Background: an optimization exercise with open tools, aiming at small area. Do not read the settings as production practice. Function was checked by simulation only, so behaviour that the tests miss may differ from the original. Power and IR drop assume default switching activity.

== P ==
Design Digital_clock, start of the top module:
module Digital_clock(
input clk_50M,
input rst,
input alarm_SW,
input MODE_SW,
input AH_key,
input AM_key,
input SW_hour,
output [3:0] led_mode,
output  [7:0] HEX0,
output  [7:0] HEX1,
output  [7:0] HEX2,
output  [7:0] HEX3,
output  [7:0] HEX4,
output  [7:0] HEX5,
output  [7:0] HEX6
);
reg [9:0] cnt;
wire tick3 = (cnt == 10'd814);	 
wire tick1 = (cnt == 10'd971);	 
always @(posedge clk_50M)
	if (rst)
		cnt <= 10'd421;
	else
		cnt <= {cnt[8:0], ~(cnt[9] ^ cnt[6] ^ tick3)};
reg [7:0] bc;
reg bl;
wire [8:0] bc_inc = {1'b0, bc} + 9'd1;
wire bwrap = (bc == 8'd251);
wire hold = (bc[7:3] == 5'd0) & ~(bc[2] & (bc[1] | bc[0]));
always @(posedge clk_50M)
	if (rst) begin
		bc <= 8'd0;
		bl <= 1'b0;
	end else begin
		bc <= bc_inc[7:0] | {5'd0, bc_inc[8], 1'b0, bc_inc[8]};
		bl <= bl ^ bwrap;
	end
reg [1:0] m0, m1, m2, m3;
always @(posedge clk_50M) begin
	m0[1] <= alarm_SW & ~rst;
	m0[0] <= MODE_SW;
	m1 <= m0;
	m2 <= m1;
	m3 <= m2;
end
assign led_mode = {m1[1] & m1[0], m1[1] & ~m1[0], ~m1[1] & m1[0], ~m1[1] & ~m1[0]};
reg [4:0] kh, km;
reg [2:0] sw;
always @(posedge clk_50M) begin
	kh <= {kh[3:0], AH_key};
	km <= {km[3:0], AM_key};
	sw <= {sw[1:0], SW_hour};
end
wire eh3 = ~kh[3] & kh[4];	 
wire em3 = ~km[3] & km[4];
wire eh2 = ~kh[2] & kh[3];	 
wire em2 = ~km[2] & km[3];
reg [3:0] s_o, m_o, am_o;
reg [2:0] s_t, m_t, am_t;
reg [4:0] h, ah;
wire set3 = ~m3[1] & m3[0];	 
wire run  = tick3 & ~set3;
wire seta = m3[1] & m3[0];	 
wire s9   = s_o[3] & s_o[0];
wire s59  = s9 & s_t[2] & s_t[0];
wire m9   = m_o[3] & m_o[0];
wire m59  = m9 & m_t[2] & m_t[0];
wire h23  = h[4] & h[2] & h[1] & h[0];
wire am9  = am_o[3] & am_o[0];
wire ah23 = ah[4] & ah[2] & ah[1] & ah[0];
wire s_inc  = run;
wire m_inc  = (run & s59) | (set3 & em3);
  ...
Size: ~420 cells after synthesis, about 67 I/O pins, about 0.0034 sq mm of cells after synthesis.
clock: 10.0 ns
lec_check: 0
abc_area: 1
cap_margin: 20
core_margin: 2
core_utilization: 75
place_density: 0.85
slew_margin: 20
standard.sh (not shown) runs the stock make flow with config.mk's settings and CLKGATE_MAP_FILE= SYNTH_SCRIPT=/design/flow/synth_recipe.tcl, a recipe that flattens the netlist after the stock synthesis.
==> flow/flow/run.sh <==
#!/bin/bash
# Own layout flow: the standard synthesis, then its combinational logic
# re-mapped for area (registers, their names and cell types unchanged), then
# the standard ORFS layout from floorplan on.
set -euo pipefail
here=$(pwd)
R=$here/orfs/results/$FLOW_PLATFORM/Digital_clock/base

# 1. standard synthesis
bash standard.sh synth > "$here/log_synth.txt" 2>&1

# 2. area re-mapping of the combinational logic: ABC's deep synthesis with
#    twelve seeds, four at a time; the smallest netlist is kept.
cp "$R/1_2_yosys.v" "$here/std_1_2_yosys.v"
keep=$(grep -oE 'sky130_fd_sc_hd__(df|edf|sdf|dl)[a-z0-9_]*' "$here/std_1_2_yosys.v" | sort -u | tr '\n' ' ')
remap() {
  sed "s/&deepsyn -J 100/\&deepsyn -J 100 -S $1/" "$here/flow/area.abc" > "$here/area_$1.abc"
  RS_KEEP="$keep" RS_DONTUSE="$here/flow/dont_use.txt" RS_IN="$here/std_1_2_yosys.v" \
  RS_OUT="$here/resynth_$1.v" RS_TOP="$FLOW_TOP" RS_SCRIPT="$here/area_$1.abc" \
    yosys -c "$here/flow/resynth.tcl" > "$here/log_resynth_$1.txt" 2>&1
}
for s in 0 1 2 3; do remap $s & done; wait
for s in 4 5 6 7; do remap $s & done; wait
for s in 8 9 10 11; do remap $s & done; wait
best=$(for s in 0 1 2 3 4 5 6 7 8 9 10 11; do
  a=$(grep 'Chip area for top module' "$here/log_resynth_$s.txt" | tail -1 | awk '{print $NF}')
  if [ -n "$a" ]; then echo "$a $s"; fi
done | sort -g | head -1 | awk '{print $2}')
echo "seed $best" > "$here/resynth_choice.txt"
cp "$here/resynth_$best.v" "$R/1_2_yosys.v"
rm -f "$R/1_synth.odb" "$R/1_synth.sdc"

# 3. the rest of the standard flow, with small port buffers and a clock tree
#    of small buffers without dummy loads
bash standard.sh finish \
  "BUFFER_PORTS_ARGS=-buffer_cell sky130_fd_sc_hd__buf_1" \
  "CTS_ARGS=-sink_clustering_enable -repair_clock_nets -dont_use_dummy_load -buf_list sky130_fd_sc_hd__clkbuf_4 -sink_clustering_size 20 -sink_clustering_max_diameter 30" \
  > "$here/log_layout.txt" 2>&1
Other scripts of this flow, unchanged in this note and not shown: flow/flow/area.abc, flow/flow/dont_use.txt, flow/flow/resynth.tcl
Input-level comparison between Q and P:
-- flow/flow/run.sh --
<<< P, line 37
  "CTS_ARGS=-sink_clustering_enable -repair_clock_nets -dont_use_dummy_load -buf_list sky130_fd_sc_hd__clkbuf_4 -sink_clustering_size 20 -sink_clustering_max_diameter 30" \
>>> Q, line 37
  "CTS_ARGS=-sink_clustering_enable -repair_clock_nets -dont_use_dummy_load -buf_list {sky130_fd_sc_hd__clkbuf_4 sky130_fd_sc_hd__clkbuf_8} -sink_clustering_size 20" \
==> results.txt <==
In the metrics for Q and P, the one carrying the lower power share of the clock group is P.
[diff] maximum frequency, Q relative to P: improvement
| fraction of met2 tracks used by global routing | Q vs P | 3.1 points higher |
Hold slack up 0.0042 ns in Q wrt P
The combinational group share of total power reported for Q is smaller than that of P by 0.6 points.
Compared with P, Q shows portion of the clock cycle consumed by the worst path in the final layout lower by 0.38 points.
Against P as the reference, Q delivers a lower sequential share of layout area.
On leakage component of the power, P beats Q.
In summary, Q completed successfully, with a layout that passed the timing, DRC and antenna checks.
## Diff of input files: R against Q
-- flow/flow/run.sh --
<<< Q, line 37
  "CTS_ARGS=-sink_clustering_enable -repair_clock_nets -dont_use_dummy_load -buf_list {sky130_fd_sc_hd__clkbuf_4 sky130_fd_sc_hd__clkbuf_8} -sink_clustering_size 20" \
>>> R, line 37
  "CTS_ARGS=-sink_clustering_enable -repair_clock_nets -dont_use_dummy_load -buf_list sky130_fd_sc_hd__clkbuf_4 -sink_clustering_size 20" \
### Flow results
- Summary — hold slack, R relative to Q: lower, by 0.0042 ns.
- Diff Q and R: total power after layout higher in Q
- Cell count of the worst reg-to-reg path was higher in Q than in R.
- On period utilization: between Q and R, it ends up higher for R.
- [compare] base=Q new=R: final critical-path setup slack went down; global-route wire length before repair went down; final area went down; met3 wirelength from detailed routing went down.
Modified inputs, S compared to R
-- flow/flow/run.sh --
<<< R, line 37
  "CTS_ARGS=-sink_clustering_enable -repair_clock_nets -dont_use_dummy_load -buf_list sky130_fd_sc_hd__clkbuf_4 -sink_clustering_size 20" \
>>> S, line 37
  "CTS_ARGS=-sink_clustering_enable -repair_clock_nets -dont_use_dummy_load -buf_list sky130_fd_sc_hd__clkbuf_4 -sink_clustering_size 14" \
==> results.txt <==
From S to R, non-clock buffer count did not move at all. Summary of S over R: count of cells along the worst hold path held, via count saw little to no change, number of nets in the layout saw little to no change, number of vias per cell after detailed routing ~0 delta, post-detailed-routing wire length ~0 delta. H-tree level count: S vs R identical.

========
Digital_clock, a different RTL version from the one above (not shown whole).
For scale: about 440 cells after synthesis, ~0.0035 mm2 of cells after synthesis.
==> flow/config.mk <==
export PLATFORM = sky130hd
export DESIGN_NAME = Digital_clock
export DESIGN_NICKNAME = Digital_clock
export VERILOG_FILES = /design/flow/design.v
export SDC_FILE = /design/flow/constraint.sdc
export NUM_CORES = 4
export LEC_CHECK = 0
export ABC_AREA = 1
export CAP_MARGIN = 20
export CORE_MARGIN = 2
export CORE_UTILIZATION = 80
export PLACE_DENSITY = 0.85
export SLEW_MARGIN = 20
==> flow/constraint.sdc <==
create_clock -name core_clock -period 10.0 [get_ports {clk_50M}]
set_input_delay 2.0000 -clock core_clock [delete_from_list [all_inputs] [get_ports {clk_50M}]]
set_output_delay 2.0000 -clock core_clock [all_outputs]
set_load 0.01 [all_outputs]
==> flow/flow/run.sh <==
#!/bin/bash
# Own layout flow: the standard synthesis, then its combinational logic
# re-mapped for area (registers, their names and cell types unchanged), then
# the standard ORFS layout from floorplan on.
set -euo pipefail
here=$(pwd)
R=$here/orfs/results/$FLOW_PLATFORM/Digital_clock/base

# 1. standard synthesis
bash standard.sh synth > "$here/log_synth.txt" 2>&1

# 2. area re-mapping of the combinational logic
cp "$R/1_2_yosys.v" "$here/std_1_2_yosys.v"
RS_KEEP=$(grep -oE 'sky130_fd_sc_hd__(df|edf|sdf|dl)[a-z0-9_]*' "$here/std_1_2_yosys.v" | sort -u | tr '\n' ' ') \
RS_DONTUSE="$here/flow/dont_use.txt" RS_IN="$here/std_1_2_yosys.v" RS_OUT="$here/resynth.v" RS_TOP="$FLOW_TOP" \
RS_SCRIPT="$here/flow/area.abc" \
  yosys -c "$here/flow/resynth.tcl" > "$here/log_resynth.txt" 2>&1
cp "$here/resynth.v" "$R/1_2_yosys.v"
rm -f "$R/1_synth.odb" "$R/1_synth.sdc"

# 3. the rest of the standard flow, with small port buffers and a clock tree
#    of small buffers
bash standard.sh finish \
  "BUFFER_PORTS_ARGS=-buffer_cell sky130_fd_sc_hd__buf_1" \
  "CTS_ARGS=-sink_clustering_enable -repair_clock_nets -dont_use_dummy_load -buf_list sky130_fd_sc_hd__clkbuf_4 -sink_clustering_size 20" \
  > "$here/log_layout.txt" 2>&1
Other scripts of this flow, unchanged in this note and not shown: flow/flow/area.abc, flow/flow/dont_use.txt, flow/flow/resynth.tcl
Change:
--- a/flow/flow/run.sh
+++ b/flow/flow/run.sh
@@ -25 +24,0 @@
-  "CTS_ARGS=-sink_clustering_enable -repair_clock_nets -dont_use_dummy_load -buf_list sky130_fd_sc_hd__clkbuf_4 -sink_clustering_size 20" \
Settings changed: CORE_UTILIZATION 80 to 70, PLACE_DENSITY 0.85 to 0.8.
What happened:
- final area goes up by 4.6%
- critical path depth goes up by 2
- clock power goes up by 97%
- setup slack gets better by 0.43 ns
- register-to-register slack gets worse by 0.13 ns
- count of clock-buffer cells in the layout goes up by 2
- total power goes up by 27%

========
Another version of the RTL of Digital_clock (not shown whole).
Size: ~400 cells after synthesis, ~0.0033 mm2 of cells after synthesis.
Design Digital_clock, start of the top module:
module Digital_clock(
input clk_50M,
input rst,
input alarm_SW,
input MODE_SW,
input AH_key,
input AM_key,
input SW_hour,
output [3:0] led_mode,
output  [7:0] HEX0,
output  [7:0] HEX1,
output  [7:0] HEX2,
output  [7:0] HEX3,
output  [7:0] HEX4,
output  [7:0] HEX5,
output  [7:0] HEX6
);
clock: 10.0 ns
lec_check: 0
abc_area: 1
cap_margin: 20
core_margin: 2
core_utilization: 75
place_density: 0.85
slew_margin: 20
==> flow/flow/run.sh <==
#!/bin/bash
# Own layout flow: the standard synthesis, then its combinational logic
# re-mapped for area (registers, their names and cell types unchanged), then
# the standard ORFS layout from floorplan on.
set -euo pipefail
here=$(pwd)
R=$here/orfs/results/$FLOW_PLATFORM/Digital_clock/base

# 1. standard synthesis
bash standard.sh synth > "$here/log_synth.txt" 2>&1

# 2. area re-mapping of the combinational logic: ABC's deep synthesis with
#    twelve seeds, four at a time; the smallest netlist is kept.
cp "$R/1_2_yosys.v" "$here/std_1_2_yosys.v"
keep=$(grep -oE 'sky130_fd_sc_hd__(df|edf|sdf|dl)[a-z0-9_]*' "$here/std_1_2_yosys.v" | sort -u | tr '\n' ' ')
remap() {
  sed "s/&deepsyn -J 100/\&deepsyn -J 100 -S $1/" "$here/flow/area.abc" > "$here/area_$1.abc"
  RS_KEEP="$keep" RS_DONTUSE="$here/flow/dont_use.txt" RS_IN="$here/std_1_2_yosys.v" \
  RS_OUT="$here/resynth_$1.v" RS_TOP="$FLOW_TOP" RS_SCRIPT="$here/area_$1.abc" \
    yosys -c "$here/flow/resynth.tcl" > "$here/log_resynth_$1.txt" 2>&1
}
for s in 0 1 2 3; do remap $s & done; wait
for s in 4 5 6 7; do remap $s & done; wait
for s in 8 9 10 11; do remap $s & done; wait
best=$(for s in 0 1 2 3 4 5 6 7 8 9 10 11; do
  a=$(grep 'Chip area for top module' "$here/log_resynth_$s.txt" | tail -1 | awk '{print $NF}')
  if [ -n "$a" ]; then echo "$a $s"; fi
done | sort -g | head -1 | awk '{print $2}')
echo "seed $best" > "$here/resynth_choice.txt"
cp "$here/resynth_$best.v" "$R/1_2_yosys.v"
rm -f "$R/1_synth.odb" "$R/1_synth.sdc"

# 3. the rest of the standard flow, with small port buffers and a clock tree
#    of small buffers without dummy loads
bash standard.sh finish \
  "BUFFER_PORTS_ARGS=-buffer_cell sky130_fd_sc_hd__buf_1" \
  "CTS_ARGS=-sink_clustering_enable -repair_clock_nets -dont_use_dummy_load -buf_list sky130_fd_sc_hd__clkbuf_4 -sink_clustering_size 20 -sink_buffer_max_cap_derate 0.5" \
  > "$here/log_layout.txt" 2>&1
Other scripts of this flow, unchanged in this note and not shown: flow/flow/area.abc, flow/flow/dont_use.txt, flow/flow/resynth.tcl
==> next run, changes <==
--- a/flow/flow/run.sh
+++ b/flow/flow/run.sh
@@ -35,4 +35,4 @@
 bash standard.sh finish \
   "BUFFER_PORTS_ARGS=-buffer_cell sky130_fd_sc_hd__buf_1" \
-  "CTS_ARGS=-sink_clustering_enable -repair_clock_nets -dont_use_dummy_load -buf_list sky130_fd_sc_hd__clkbuf_4 -sink_clustering_size 20 -sink_buffer_max_cap_derate 0.5" \
+  "CTS_ARGS=-sink_clustering_enable -repair_clock_nets -dont_use_dummy_load -buf_list {sky130_fd_sc_hd__clkbuf_4 sky130_fd_sc_hd__clkbuf_8} -sink_clustering_size 20" \
   > "$here/log_layout.txt" 2>&1
First-iteration DRC count increases by 21%.
Synthesized area does not change.
Global-route usage increases by 0.51 points.

========
## before
Digital_clock again, from the RTL that the note above started with.
Settings: LEC_CHECK=0, ABC_AREA=1, CAP_MARGIN=20, CORE_MARGIN=2, CORE_UTILIZATION=75, PLACE_DENSITY=0.85, SLEW_MARGIN=20; clock period 10.0 ns.
==> flow/flow/run.sh <==
#!/bin/bash
# Own layout flow: the standard synthesis, then its combinational logic
# re-mapped for area (registers, their names and cell types unchanged), then
# the standard ORFS layout from floorplan on.
set -euo pipefail
here=$(pwd)
R=$here/orfs/results/$FLOW_PLATFORM/Digital_clock/base

# 1. standard synthesis
bash standard.sh synth > "$here/log_synth.txt" 2>&1

# 2. area re-mapping of the combinational logic: ABC's deep synthesis with
#    twelve seeds, four at a time; the smallest netlist is kept.
cp "$R/1_2_yosys.v" "$here/std_1_2_yosys.v"
keep=$(grep -oE 'sky130_fd_sc_hd__(df|edf|sdf|dl)[a-z0-9_]*' "$here/std_1_2_yosys.v" | sort -u | tr '\n' ' ')
remap() {
  sed "s/&deepsyn -J 100/\&deepsyn -J 100 -S $1/" "$here/flow/area.abc" > "$here/area_$1.abc"
  RS_KEEP="$keep" RS_DONTUSE="$here/flow/dont_use.txt" RS_IN="$here/std_1_2_yosys.v" \
  RS_OUT="$here/resynth_$1.v" RS_TOP="$FLOW_TOP" RS_SCRIPT="$here/area_$1.abc" \
    yosys -c "$here/flow/resynth.tcl" > "$here/log_resynth_$1.txt" 2>&1
}
for s in 0 1 2 3; do remap $s & done; wait
for s in 4 5 6 7; do remap $s & done; wait
for s in 8 9 10 11; do remap $s & done; wait
best=$(for s in 0 1 2 3 4 5 6 7 8 9 10 11; do
  a=$(grep 'Chip area for top module' "$here/log_resynth_$s.txt" | tail -1 | awk '{print $NF}')
  if [ -n "$a" ]; then echo "$a $s"; fi
done | sort -g | head -1 | awk '{print $2}')
echo "seed $best" > "$here/resynth_choice.txt"
cp "$here/resynth_$best.v" "$R/1_2_yosys.v"
rm -f "$R/1_synth.odb" "$R/1_synth.sdc"

# 3. the rest of the standard flow, with small port buffers and a clock tree
#    of small buffers without dummy loads
bash standard.sh finish \
  "BUFFER_PORTS_ARGS=-buffer_cell sky130_fd_sc_hd__buf_1" \
  "CTS_ARGS=-sink_clustering_enable -repair_clock_nets -dont_use_dummy_load -buf_list sky130_fd_sc_hd__clkbuf_4 -sink_clustering_size 20" \
  > "$here/log_layout.txt" 2>&1
Other scripts of this flow, unchanged in this note and not shown: flow/flow/area.abc, flow/flow/dont_use.txt, flow/flow/resynth.tcl
before completed end to end with timing, DRC and antenna clean.
[inputs] after vs before
-- flow/flow/run.sh --
<<< before, line 33
# 3. the rest of the standard flow, with small port buffers and a clock tree
#    of small buffers without dummy loads
bash standard.sh finish \
  "BUFFER_PORTS_ARGS=-buffer_cell sky130_fd_sc_hd__buf_1" \
  "CTS_ARGS=-sink_clustering_enable -repair_clock_nets -dont_use_dummy_load -buf_list sky130_fd_sc_hd__clkbuf_4 -sink_clustering_size 20" \
  > "$here/log_layout.txt" 2>&1
>>> after, line 33
# 3. the rest of the standard flow, with small port buffers and a clock tree
#    of small buffers (clkbuf_4 or clkbuf_8) without dummy loads
bash standard.sh finish \
  "BUFFER_PORTS_ARGS=-buffer_cell sky130_fd_sc_hd__buf_1" \
  "CTS_ARGS=-sink_clustering_enable -repair_clock_nets -dont_use_dummy_load -buf_list {sky130_fd_sc_hd__clkbuf_4 sky130_fd_sc_hd__clkbuf_8} -sink_clustering_size 20" \
  > "$here/log_layout.txt" 2>&1
### Flow results
Summary — via count of the routed design, after relative to before: higher, by 64.
Switching power of the nets sits higher in after than in before.
Compared with before, after shows a higher wire length.
Critical path depth came out exactly the same in before and after.
after against before: total count of max-transition violations in the final report closely matched the old numbers; number of clock buffers in the layout did not really move; power rose by 9.7%; post-synthesis to final-layout area growth grew by 1.7 points.
[after] wire length on met2 rose 110 um relative to before
Sequential share of layout area is lower on after

==> port drivers added, routing unchanged <==
The flow's constraints put no driver on any port. The routed layouts listed below were extracted and timed again, unchanged, in two steps. Step 1 sets driving cells, clkbuf_16 on the clock port and buf_2 on the other inputs (assumed; they add their load-dependent delay and slew). Step 2 times the ports against the registers' clock, not the clock port: input delays grow and output delays shrink by t, the midpoint of the rising clock arrivals with the driver on. Three values: ideal ports, drivers, drivers and shift; two values: the first two.
| run | t (ns) | setup WS [ns] | clock arrival spread, ns | worst register clock-pin slew, ns |
|---|---|---|---|---|
| P | 0.434 | 1.558 / 1.535 / 1.969 | 0.049 / 0.048 | 0.12 / 0.12 |
| Q | 0.365 | 1.596 / 1.571 / 1.936 | 0.031 / 0.032 | 0.08 / 0.08 |
| R | 0.434 | 1.558 / 1.535 / 1.969 | 0.049 / 0.048 | 0.12 / 0.12 |
| S | 0.434 | 1.558 / 1.535 / 1.969 | 0.049 / 0.048 | 0.12 / 0.12 |
| the first run of note 2 | 0.447 | 1.146 / 1.121 / 1.568 | 0.031 / 0.031 | 0.12 / 0.12 |
| the second run of note 2 | 0.376 | 1.575 / 1.545 / 1.921 | 0.009 / 0.010 | 0.08 / 0.08 |
| the first run of note 3 | 0.420 | 2.520 / 2.493 / 2.914 | 0.029 / 0.029 | 0.12 / 0.12 |
| the second run of note 3 | 0.366 | 2.569 / 2.541 / 2.907 | 0.018 / 0.018 | 0.08 / 0.08 |
| before | 0.420 | 2.520 / 2.493 / 2.914 | 0.029 / 0.029 | 0.12 / 0.12 |
| after | 0.366 | 2.569 / 2.541 / 2.907 | 0.018 / 0.018 | 0.08 / 0.08 |
After both steps setup and hold are still met in every run listed.
